This is an optimization exercise on Yosys and OpenROAD, whose aim is small area, a short achievable clock period and few clock cycles per item, not a production implementation.
The RTL was checked by simulation tests, not by an equivalence proof against the original design.

$ cat design/flow/config.mk
export PLATFORM = sky130hd
export DESIGN_NAME = fft1024
export DESIGN_NICKNAME = fft1024
export VERILOG_FILES = /design/flow/design.v
export SDC_FILE = /design/flow/constraint.sdc
export NUM_CORES = 4
export LEC_CHECK = 0
export CAP_MARGIN = 20
export CORE_MARGIN = 2
export CORE_UTILIZATION = 40
export SLEW_MARGIN = 20
$ cat design/flow/design.v
module bfly_mul
(
    input clk,
    input [15:0] x,
    input [14:0] t,
    output reg [15:0] s,
    output reg [15:0] c,
    output reg ci
);
wire signed [15:0] xs = x;
wire signed [16:0] ts = {2'b00, t};
wire signed [31:0] rc = 32'd16383 + {31'd0, ~x[15]};
wire signed [31:0] p = xs * ts + rc;
always @(posedge clk) begin
    s <= p[30:15];
    c <= 16'd0;
    ci <= 1'b0;
end
endmodule
module fft1024
(
    input clk,
    input rst_n,
    input start,
    output reg finish,
    input clear,
    input [31:0] dout0,
    output reg oce0,
    output reg ce0,
    output reg wre0,
    output reg [10:0] ad0,
    output reg [31:0] din0,
    input [31:0] dout1,
    output reg oce1,
    output reg ce1,
    output reg wre1,
    output reg [10:0] ad1,
    output reg [31:0] din1,
    input [15:0] dout_w,
    output reg oce_w,
    output reg ce_w,
    output reg [10:0] ad_w
);
reg run;             
reg ph;              
reg [3:0] s;         
reg [8:0] u;         
reg gap;             
wire        n_valid = (s <= 4'd9) && !gap;
wire        n_cross = (s == 4'd9) && !gap;
wire        n_bank  = u[0];
wire [7:0]  n_b     = u[8:1];
reg  [8:0]  n_mask;    
always @(*) begin
    case (s)
        4'd0: n_mask = 9'h000;
        4'd1: n_mask = 9'h001;
        4'd2: n_mask = 9'h003;
        4'd3: n_mask = 9'h007;
        4'd4: n_mask = 9'h00f;
        4'd5: n_mask = 9'h01f;
        4'd6: n_mask = 9'h03f;
        4'd7: n_mask = 9'h07f;
        default: n_mask = 9'h0ff;
    endcase
end
wire [8:0] n_bw  = {1'b0, n_b};
wire [8:0] n_ins = ((n_bw << 1) & ~{n_mask[7:0], 1'b1}) | (n_bw & n_mask);
wire [8:0] n_a0  = n_cross ? u : n_ins;
wire [8:0] n_a1  = n_cross ? u : (n_ins | (n_mask + 9'd1));
reg  [8:0] n_i;
always @(*) begin
    case (s)
        4'd0: n_i = 9'd0;
        4'd1: n_i = {n_b[0], 8'd0};
        4'd2: n_i = {n_b[1:0], 7'd0};
        4'd3: n_i = {n_b[2:0], 6'd0};
        4'd4: n_i = {n_b[3:0], 5'd0};
        4'd5: n_i = {n_b[4:0], 4'd0};
        4'd6: n_i = {n_b[5:0], 3'd0};
        4'd7: n_i = {n_b[6:0], 2'd0};
        4'd8: n_i = {n_b[7:0], 1'd0};
        default: n_i = u;
    endcase
end
reg       e0_v, e1_v, e2_v, e3_v;
reg       e0_x, e1_x, e2_x, e3_x;      
reg       e0_b, e1_b, e2_b, e3_b;      
reg [8:0] e0_a0, e1_a0, e2_a0;
reg [8:0] e0_a1, e1_a1, e2_a1, e3_a1;
reg [8:0] e0_i;
reg       e1_sr, e2_sr;
wire e0_sr = e0_i > 9'd256;
wire [10:0] e0_adre = e0_sr ? {e0_i - 9'd256, 2'b00} : {9'd256 - e0_i, 2'b00};
wire [10:0] e0_adim = e0_sr ? {9'd0 - e0_i, 2'b00} : {e0_i, 2'b00};
wire advance = run ? ph : start;
wire done = run && !ph && (s == 4'd10) && !e0_v && !e1_v && !e2_v && !(e3_v && !e3_x);
always @(posedge clk or negedge rst_n) begin
    if (!rst_n) begin
        run <= 1'b0;
        ph <= 1'b0;
        s <= 4'd0;
        u <= 9'd0;
        gap <= 1'b0;
        e0_v <= 1'b0;
        e1_v <= 1'b0;
        e2_v <= 1'b0;
        e3_v <= 1'b0;
        finish <= 1'b0;
    end
    else begin
        if (clear)
            finish <= 1'b0;
        if (!run) begin
            ph <= 1'b0;
            if (start)
                run <= 1'b1;
        end
        else begin
            ph <= ~ph;
            if (done) begin
                run <= 1'b0;
                finish <= 1'b1;
                s <= 4'd0;
                u <= 9'd0;
            end
        end
        if (advance) begin
            e0_v <= n_valid;
            e1_v <= e0_v;
            e2_v <= e1_v;
            e3_v <= e2_v;
            if (gap) begin
                gap <= 1'b0;
            end
            else if (s <= 4'd9) begin
                u <= u + 9'd1;
                if (u == 9'd511) begin
                    s <= s + 4'd1;
                    if (s == 4'd8)
                        gap <= 1'b1;
                end
            end
        end
    end
end
always @(posedge clk) begin
    if (advance) begin
        e0_x <= n_cross;  e1_x <= e0_x;  e2_x <= e1_x;  e3_x <= e2_x;
        e0_b <= n_bank;   e1_b <= e0_b;  e2_b <= e1_b;  e3_b <= e2_b;
        e0_a0 <= n_a0;    e1_a0 <= e0_a0; e2_a0 <= e1_a0;
        e0_a1 <= n_a1;    e1_a1 <= e0_a1; e2_a1 <= e1_a1; e3_a1 <= e2_a1;
        e0_i <= n_i;
        e1_sr <= e0_sr;   e2_sr <= e1_sr;
    end
end
wire r1_0 = e0_v && !e0_x && !e0_b;             
wire r1_1 = e0_v && (e0_x || e0_b);             
wire r0_0 = e1_v && (e1_x || !e1_b);            
wire r0_1 = e1_v && !e1_x && e1_b;              
wire w0_0 = e2_v && (e2_x || !e2_b);            
wire w0_1 = e2_v && !e2_x && e2_b;              
wire w1_0 = e3_v && !e3_x && !e3_b;             
wire w1_1 = (e3_v && !e3_x && e3_b) || (e2_v && e2_x);   
always @(posedge clk or negedge rst_n) begin
    if (!rst_n) begin
        ce0 <= 1'b0; oce0 <= 1'b0; wre0 <= 1'b0;
        ce1 <= 1'b0; oce1 <= 1'b0; wre1 <= 1'b0;
        ce_w <= 1'b0; oce_w <= 1'b0;
    end
    else if (run && !done) begin
        if (!ph) begin
            ce0 <= r1_0 || r0_0;  oce0 <= r1_0 || r0_0;  wre0 <= 1'b0;
            ce1 <= r1_1 || r0_1;  oce1 <= r1_1 || r0_1;  wre1 <= 1'b0;
        end
        else begin
            ce0 <= w0_0 || w1_0;  oce0 <= w0_0 || w1_0;  wre0 <= 1'b1;
            ce1 <= w0_1 || w1_1;  oce1 <= w0_1 || w1_1;  wre1 <= 1'b1;
        end
        ce_w <= 1'b1; oce_w <= 1'b1;
    end
    else begin
        ce0 <= 1'b0; oce0 <= 1'b0; wre0 <= 1'b0;
        ce1 <= 1'b0; oce1 <= 1'b0; wre1 <= 1'b0;
        ce_w <= 1'b0; oce_w <= 1'b0;
    end
end
always @(posedge clk) begin
    if (!ph) begin
        ad0 <= {2'b00, r1_0 ? e0_a1 : e1_a0};
        ad1 <= {2'b00, r1_1 ? e0_a1 : e1_a0};
        ad_w <= e0_adre;
    end
    else begin
        ad0 <= {2'b00, w0_0 ? e2_a0 : e3_a1};
        ad1 <= {2'b00, w0_1 ? e2_a0 : (e2_x ? e2_a1 : e3_a1)};
        ad_w <= e0_adim;
    end
end
reg [14:0] tw;                  
reg [31:0] x1;                  
reg [31:0] x0;                  
reg [15:0] rrr, rir;            
reg [31:0] hold;                
wire [15:0] ma_s, ma_c, mb_s, mb_c;
wire ma_ci, mb_ci;
bfly_mul mul_a (.clk(clk), .x(x1[31:16]), .t(tw), .s(ma_s), .c(ma_c), .ci(ma_ci));
bfly_mul mul_b (.clk(clk), .x(x1[15:0]),  .t(tw), .s(mb_s), .c(mb_c), .ci(mb_ci));
wire [15:0] ra = ma_s + ma_c + {15'd0, ma_ci};
wire [15:0] rb = mb_s + mb_c + {15'd0, mb_ci};
wire [15:0] pre = rrr + rb;     
wire [15:0] pim = rir - ra;     
wire [31:0] y0 = {x0[31:16] + pre, x0[15:0] + pim};
wire [31:0] y1 = {x0[31:16] - pre, x0[15:0] - pim};
always @(posedge clk) begin
    tw <= dout_w[14:0];
    x0 <= (e2_x || !e2_b) ? dout0 : dout1;           
    rrr <= e2_sr ? 16'd0 - ra : ra;                   
    rir <= e2_sr ? 16'd0 - rb : rb;                   
    din0 <= (e2_x || !e2_b) ? y0 : hold;              
    din1 <= e2_x ? y1 : (e2_b ? y0 : hold);           
    if (!ph)
        x1 <= (e1_x || e1_b) ? dout1 : dout0;
    else
        hold <= y1;
end
endmodule
$ cat design/flow/run.sh
#!/bin/bash
# synth_recipe.tcl (not shown) runs the flow's synth.tcl, then flattens the netlist and writes it again
# the make line also repeats each setting of config.mk as NAME=value (left out here)
make -C /OpenROAD-flow-scripts/flow DESIGN_CONFIG=/design/flow/config.mk WORK_HOME=/design/flow/orfs CLKGATE_MAP_FILE= SYNTH_SCRIPT=/design/flow/synth_recipe.tcl finish
$ cat design/flow/constraint.sdc
create_clock -name core_clock -period 16.0 [get_ports {clk}]
set_input_delay 3.2000 -clock core_clock [delete_from_list [all_inputs] [get_ports {clk}]]
set_output_delay 3.2000 -clock core_clock [all_outputs]
set_load 0.01 [all_outputs]
==> notes.md <==
==> state kept, by name, indices dropped and copies added, names as in the netlist, 15 cells and up <==
register	cells
mul_a.s	16
din0	32
hold	32
x1	32
tw	15
din1	32
rrr	16
x0	32
rir	16
mul_b.s	16
==> Yosys cell counts (6+ instances only) <==
library cell and instances:
inv_1 733, fa_1 512, nand2_1 500, ha_1 274, and2_1 239, dfxtp_1 202, edfxtp_1 146, clkbuf_1 138
xnor2_1 134, a21oi_1 120, nor2_1 111, o21ai_0 75, a21o_1 47, mux2i_1 41, xor2_1 41, mux2_2 35
nor3_1 32, nor2b_1 29, o21ai_1 27, dfrtp_1 25, a211oi_1 24, o21bai_1 24, nand3_1 22, nand2b_1 20
o31ai_1 19, and3_1 18, o21a_1 17, nand4_1 13, o211ai_1 13, o22ai_1 11, or3_1 11, buf_4 10
buf_1 9, a22oi_1 8, o41ai_1 8, a31oi_1 7, a22o_1 6
==> logic make-up (layout without fill, tap and decap cells) <==
| kind of cell | Yosys count | in the layout | synth area share |
|---|---|---|---|
| AND/OR/NAND/NOR | 1016 | 1016 | 0.132 |
| AO/OA/AOI/OAI | 455 | 455 | 0.0828 |
| multiplexers | 77 | 77 | 0.0225 |
| flip-flops | 373 | 373 | 0.249 |
| adder cells (fa/ha/maj) | 786 | 786 | 0.377 |
| buffers and inverters | 899 | 1035 | 0.0942 |
| XOR/XNOR | 175 | 175 | 0.0422 |
| other | 1 | 10 | 0.000103 |
==> metrics by stage <==
step / instance area, µm²
CTS: 40800
detailed placement: 39200
floorplan: 36300
finish: 40800
global route: 40800
global placement: 39200
==> routing by layer <==
layer,part of all wire,vias to the layer above,GRT usage
met5,0,-,0
met4,0.022,0,0.0479
met3,0.055,120,0.0294
met2,0.46,556,0.326
met1,0.46,12600,0.273
li1,-,12000,-
==> worst max-delay path by stage <==
stage | start | end | slack [ns] | cells after the start
global placement | x1[23] | mul_a.s[15] | 9.14 | 21
finish | x1[31] | mul_a.s[15] | 9.16 | 18
floorplan | x1[15] | mul_b.s[15] | 9.92 | 21
CTS | x1[31] | mul_a.s[15] | 9.06 | 18
global route | x1[31] | mul_a.s[15] | 8.71 | 18
detailed placement | x1[23] | mul_a.s[15] | 9.12 | 21
==> critical path, cell delays in order, from the launching register on <==
cell	delay [ns]
edfxtp_1	0.85
nand2_1	0.28
fa_1	0.56
fa_1	0.53
fa_1	0.52
inv_1	0.07
fa_1	0.50
fa_1	0.49
inv_1	0.05
fa_1	0.47
inv_1	0.04
ha_1	0.41
nand4_1	0.12
o32ai_1	0.72
o211a_1	0.33
a31oi_1	0.18
o2111ai_1	0.30
a21oi_1	0.12
xnor2_1	0.14
==> cell type report <==
type,count,area share
inverter,738,0.0679
multi-input combinational,2515,0.585
timing repair buffer,213,0.0503
sequential,373,0.222
antenna,4,0.000245
tap,1176,0.0361
clock buffer,69,0.0348
clock inverter,15,0.00411
==> flow_metrics.py <==
metrics = {
    "status": {
        "status": "no timing/DRC/antenna violations",
    },
    "floorplan": {
        "fp.coreArea_mm2": 0.0900,
        "start_util": 0.403,
        "dieArea_mm2": 0.0931,
        "ioPinCount": 190,
        "die_w_um": 305,
        "rows": 110,
        "dieHeight_um": 305,
    },
    "timing": {
        "holdWs_ns": 0.398,
        "setup_viol": 0,
        "period_minus_slack_ns": 6.84,
        "slew_headroom": 0.321,
        "hold_violations": 0,
        "fin_tns_setup_ns": 0,
        "period_share": 0.427,
        "setup_ws_ns": 9.16,
        "worstMarginPinSlew_ns": 1.02,
        "rsz0062_at_grt": "no",
        "fmax_mhz": 146,
        "fin_skew_ns": 0.0302,
        "drv_slew": 0,
    },
    "finish": {
        "layout-drive-gt1-share": 0.0418,
        "mostFrequentLayoutCells": "inv_1, fa_1, nand2_1, ha_1, and2_1",
        "final_common_cell": "inv_1",
        "post-route-util": 0.453,
        "seq_area_mm2": 0.00905,
        "n_fill_cell": 8673,
        "multi_input_area_mm2": 0.0239,
        "stdcell_count": 5103,
        "area_growth_pct": 12.5,
        "final_net_count": 4756,
    },
    "setup_path": {
        "criticalPathCategory": "reg -> reg",
        "cp-start-kind": "flop",
        "cp.arrival_ns": 7.33,
        "rrSetupSlack_ns": 9.16,
        "r2r_end": "mul_a.s[15]",
        "reg2regPathDepth": 18,
        "required_ns": 16.49,
        "reg2reg_from": "x1[31]",
        "worst-path-max-fanout": 19,
        "crit_path_end_kind": "flop",
    },
    "cts": {
        "cts_buffer_depth": 3,
        "clkSlewWorstSetupHoldPaths_ns": 0.07,
        "clk_latency_ns": 0.64,
        "numCtsBuffers": 45,
        "cts_max_level": 2,
        "post_cts_resized": 0,
        "cts_root_buffer": "clkbuf_16",
        "postCtsHoldBufs": 0,
        "cts_sinks": 373,
        "tritoncts": "built",
        "post-cts-setup-buffers": 0,
    },
    "yosys": {
        "yosysTopAreaCell": "fa_1",
        "synth_edf_count": 146,
        "async_flop_share": 0.0670,
        "synth_seq_cells": 373,
        "synth_top_flop_cell": "dfxtp_1",
        "synth_cells": 3782,
        "syn_area_per_cell_um2": 9.60,
        "yosysUniqueCellTypes": 80,
        "synth.area.top_cells": "fa_1, edfxtp_1, dfxtp_1",
        "syn_area_mm2": 0.0363,
        "yosysTopAreaCellShare": 0.282,
        "yosys_warnings": 2,
        "seq_area_frac_synth": 0.249,
    },
    "worst_hold_path": {
        "hold_depth": 0,
        "hold_end": "ad_w[2]",
        "hp-class": "reg -> reg",
        "worstHoldStart": "e0_i[0]",
    },
    "drt": {
        "drt_iter0_markers": 1663,
        "via_per_inst": 4.95,
        "postRouteAntennaNets": 0,
        "drtPass1Iterations": 5,
        "drcViolationCount": 0,
        "drt-total-wl_mm": 90.5,
        "avgRoutedWirePerCell_um": 17.7,
        "via_count": 25300,
    },
    "global_route": {
        "grt_max_degree": 78,
        "grt_use_total": 0.197,
        "grt_pass1_wl_mm": 144,
        "antenna_found_initial": 3,
        "grt_pass1_vias": 26000,
        "overflow": 0,
    },
    "placement": {
        "finalWeightedCongestion": 0.876,
        "hpwl_mm": 68.7,
        "dpl.cell_count": 5015,
        "dpl_worst_slack_ns": 9.12,
        "portBuffers": 182,
    },
    "job": {
        "max_cap_viol_count": 0,
    },
}
Testbench counts, summed over its fixed seeds: cycles 122,976, ffts 12.

[separate check: timing with driven ports]
The flow's constraints put no driver on any port. The routed layout listed below was extracted and timed again, unchanged, in two steps.
Step 1, drivers: a clkbuf_16 drives clk and a buf_2 each remaining input, both assumed.
Step 2 times the ports against the registers' clock, not the clock port: input delays grow and output delays shrink by t, the midpoint of the rising clock arrivals with the driver on.
Three values: ideal, step 1, step 2; two values: the first two.
shift t [ns]: 0.682
slack for setup (ns): 9.161 / 9.161 / 9.161
worst setup path after step 2: register to register
After both steps this run still meets setup and hold. The setup slack of this run moves by 0.000 ns with the drivers and by 0.000 ns with both steps.
